This design comes from an exercise in tuning for small area and a short achievable clock period on the open sky130 flow, not from production work. Power figures rest on the tool's default switching activity, not on a simulated workload.

==> flow/design.v (excerpt) <==
module neurona_capa_1(
    weight_0, weight_1, weight_2, weight_3, weight_4, weight_5, weight_6, weight_7, weight_8, weight_9, weight_10, weight_11, weight_12, weight_13, weight_14, weight_15, weight_16, weight_17, weight_18, weight_19, weight_20, weight_21, weight_22, weight_23, weight_24, weight_25, weight_26, weight_27, weight_28, weight_29, weight_30, weight_31, weight_32, weight_33, weight_34, weight_35, weight_36, weight_37, weight_38, weight_39, weight_40, weight_41, weight_42, weight_43, weight_44, weight_45, weight_46, weight_47, weight_48,
    pixel_0, pixel_1, pixel_2, pixel_3, pixel_4, pixel_5, pixel_6, pixel_7, pixel_8, pixel_9, pixel_10, pixel_11, pixel_12, pixel_13, pixel_14, pixel_15, pixel_16, pixel_17, pixel_18, pixel_19, pixel_20, pixel_21, pixel_22, pixel_23, pixel_24, pixel_25, pixel_26, pixel_27, pixel_28, pixel_29, pixel_30, pixel_31, pixel_32, pixel_33, pixel_34, pixel_35, pixel_36, pixel_37, pixel_38, pixel_39, pixel_40, pixel_41, pixel_42, pixel_43, pixel_44, pixel_45, pixel_46, pixel_47, pixel_48,
    clk, out
);
    input wire clk;
    input wire pixel_0;
    input wire pixel_1;
    input wire pixel_2;
    input wire pixel_3;
    input wire pixel_4;
    input wire pixel_5;
    input wire pixel_6;
    input wire pixel_7;
    input wire pixel_8;
    input wire pixel_9;
    input wire pixel_10;
    input wire pixel_11;
    input wire pixel_12;
    input wire pixel_13;
    input wire pixel_14;
    input wire pixel_15;
    input wire pixel_16;
    input wire pixel_17;
    input wire pixel_18;
    input wire pixel_19;
    input wire pixel_20;
    input wire pixel_21;
    input wire pixel_22;
    input wire pixel_23;
    input wire pixel_24;
  ...
For scale: roughly 950 cells after synthesis, ~76 flip-flops.
clock: 8.0 ns
lec_check: 0
cap_margin: 20
core_margin: 2
core_utilization: 40
slew_margin: 20
synth_hierarchical: 1
synth_minimum_keep_size: 0
run.sh (not shown) runs the stock make flow with config.mk's settings and CLKGATE_MAP_FILE= SYNTH_SCRIPT=/design/flow/synth_recipe.tcl, a recipe that flattens the netlist after the stock synthesis.
The first run finished clean.
Rerun with:
Settings changed: SETUP_SLACK_MARGIN set to 4.5.
Worst hold slack is about the same.
Total power came out higher by 5.1%.
Wire length stays flat.
Via count came out higher by 2.7%.
Clock power came out higher by about 4%.
Utilization came out higher by 4.3 points.
No functional check of the RTL was part of any run of this note.


## build 30
neurona_capa_1, a different RTL version from the one above (not shown whole).
Size: about 110 flip-flops, about 11000 um2 of cells after synthesis.
Design neurona_capa_1, start of the top module:
module neurona_capa_1(
    weight_0, weight_1, weight_2, weight_3, weight_4, weight_5, weight_6, weight_7, weight_8, weight_9, weight_10, weight_11, weight_12, weight_13, weight_14, weight_15, weight_16, weight_17, weight_18, weight_19, weight_20, weight_21, weight_22, weight_23, weight_24, weight_25, weight_26, weight_27, weight_28, weight_29, weight_30, weight_31, weight_32, weight_33, weight_34, weight_35, weight_36, weight_37, weight_38, weight_39, weight_40, weight_41, weight_42, weight_43, weight_44, weight_45, weight_46, weight_47, weight_48,
    pixel_0, pixel_1, pixel_2, pixel_3, pixel_4, pixel_5, pixel_6, pixel_7, pixel_8, pixel_9, pixel_10, pixel_11, pixel_12, pixel_13, pixel_14, pixel_15, pixel_16, pixel_17, pixel_18, pixel_19, pixel_20, pixel_21, pixel_22, pixel_23, pixel_24, pixel_25, pixel_26, pixel_27, pixel_28, pixel_29, pixel_30, pixel_31, pixel_32, pixel_33, pixel_34, pixel_35, pixel_36, pixel_37, pixel_38, pixel_39, pixel_40, pixel_41, pixel_42, pixel_43, pixel_44, pixel_45, pixel_46, pixel_47, pixel_48,
    clk, out
);
clock: 8.0 ns
lec_check: 0
cap_margin: 20
core_margin: 2
core_utilization: 40
cts_buf_list: sky130_fd_sc_hd__clkbuf_4 sky130_fd_sc_hd__clkbuf_8
setup_slack_margin: 4.8
slew_margin: 20
synth_hierarchical: 1
synth_minimum_keep_size: 0
standard.sh (not shown) runs the stock make flow with config.mk's settings and CLKGATE_MAP_FILE= SYNTH_SCRIPT=/design/flow/synth_recipe.tcl, a recipe that flattens the netlist after the stock synthesis.
==> flow/flow/run.sh <==
#!/bin/bash
# Own layout flow: the standard flow (standard.sh, unchanged synthesis),
# except that the port buffers buffer_ports inserts are buf_1 cells rather
# than the default it picks; timing repair resizes them where needed.
set -euo pipefail
export BUFFER_PORTS_ARGS="-buffer_cell sky130_fd_sc_hd__buf_1"
bash standard.sh > standard.log 2>&1
Build 30 finished every step from synthesis to the final layout, and the layout passed the timing, DRC and antenna checks.
#### Input delta (build 45 over build 30)
Settings: a deleted CTS_BUF_LIST that had been sky130_fd_sc_hd__clkbuf_4 sky130_fd_sc_hd__clkbuf_8; a change of SETUP_SLACK_MARGIN from 4.8 to 4.7.
Notes after the runs:
- Summary of build 45 over build 30: final period demand of the worst path higher, power consumption higher, number of cells in the finished layout apart from fillers roughly the same, power share of the combinational group lower, routed wire length roughly the same.
- For build 45, the last element of the critical path was r1[68], unlike build 30, where it was r2_p710.
- Changes observed in build 45 relative to build 30: area taken by multi-input logic gates dropped 5.8%; final estimated routing congestion in global placement dropped 0.0048.
- The critical setup path kind comes out in2reg in one run and reg2reg in the other, namely in build 45 and build 30 respectively.
The following lists how build 11 was set up differently from build 45:
Settings: a change of SETUP_SLACK_MARGIN from 4.7 to 4.5.
Notes after the runs:
- Build 11 closes out successfully: all stages finished, all timing, DRC and antenna checks passed.
- Build 11 vs build 45 on via count of the first global-routing pass: build 11 is the lower one.
- In the reports for build 45 and build 11, the larger growth of design area from synthesis to finish belongs to build 45.
- As far as final setup TNS goes, build 45 and build 11 are indistinguishable; the numbers are identical.
- From build 45 to build 11, top fanout value on the critical path did not move at all.
- For the count of cell instances traversed by the critical path, build 11 came in 3 higher than build 45 did.
- After detailed routing, build 45 needs less wire than build 11.
- Portion of the clock cycle consumed by the worst path in the final layout (higher): build 11
- Looking at worst hold slack after final layout, build 11 sits 0.0051 ns lower than build 45 does.
- For the depth of the worst register-to-register path, build 11 came in 1 higher than build 45 did.
- Comparing build 45 and build 11, the lower power is on build 11.
- Build 11: layout clock buffer count lower than build 45
Modified inputs, build 25 compared to build 11
Settings: CTS_BUF_LIST: unset -> sky130_fd_sc_hd__clkbuf_4 sky130_fd_sc_hd__clkbuf_8; SETUP_SLACK_MARGIN: 4.5 -> 4.7.
Results
- Looking at smallest hold slack across build 11 and build 25, the one that comes out higher is build 25.
- Layout overhead on the synthesized area, build 11 and build 25: lower on build 11
- The share of layout cells above drive strength 1 of build 25 exceeds that of build 11 by 9.9 points.
- Changes observed in build 25 relative to build 11: count of cell instances traversed by the critical path down 3; combinational cell power up about 20%.
- For storage element area, build 11 and build 25 come out practically identical.
- Lower global-route wire length before repair was reported by build 25, not build 11.
- Higher routed via count divided by cell count goes to build 11 over build 25.
- Between build 11 and build 25, non-clock buffer contribution to total cell area increased.
- Build 25 ends up with higher quantity of gates resized following cts than build 11 does.
No run of this note included a check of the RTL's function; only the layout flow was run.

## what the ideal ports hide
How much do the figures lean on ideal ports? The routed layouts below were timed once more, with nothing changed but the port constraints.
Step 1 sets driving cells, clkbuf_16 on the clock port and buf_2 on the other inputs (assumed; they add their load-dependent delay and slew).
Step 2 also shifts input and output timing later by t, the mid clock arrival at the registers, as if the neighbouring blocks saw the same clock.
Slacks: ideal / step 1 / step 2; pairs: ideal / step 1.
| run | t (ns) | setup slack, ns | worst hold slack (ns) |
|---|---|---|---|
| the first run of note 1 | 0.381 | 3.499 / 3.489 / 3.108 | 0.326 / 0.326 / 0.326 |
| the second run of note 1 | 0.380 | 4.357 / 4.325 / 3.946 | 0.327 / 0.327 / 0.327 |
| build 30 | 0.410 | 4.782 / 4.782 / 4.417 | 0.528 / 0.528 / 0.528 |
| build 45 | 0.384 | 4.721 / 4.731 / 4.348 | 0.509 / 0.509 / 0.509 |
| build 11 | 0.389 | 4.565 / 4.584 / 4.198 | 0.503 / 0.503 / 0.503 |
| build 25 | 0.421 | 4.722 / 4.741 / 4.320 | 0.513 / 0.513 / 0.513 |
After both steps every run listed still meets setup and hold. For the second run of note 1, which loses most, drivers alone change the setup slack by -0.032 ns; drivers and shift together by -0.411 ns.
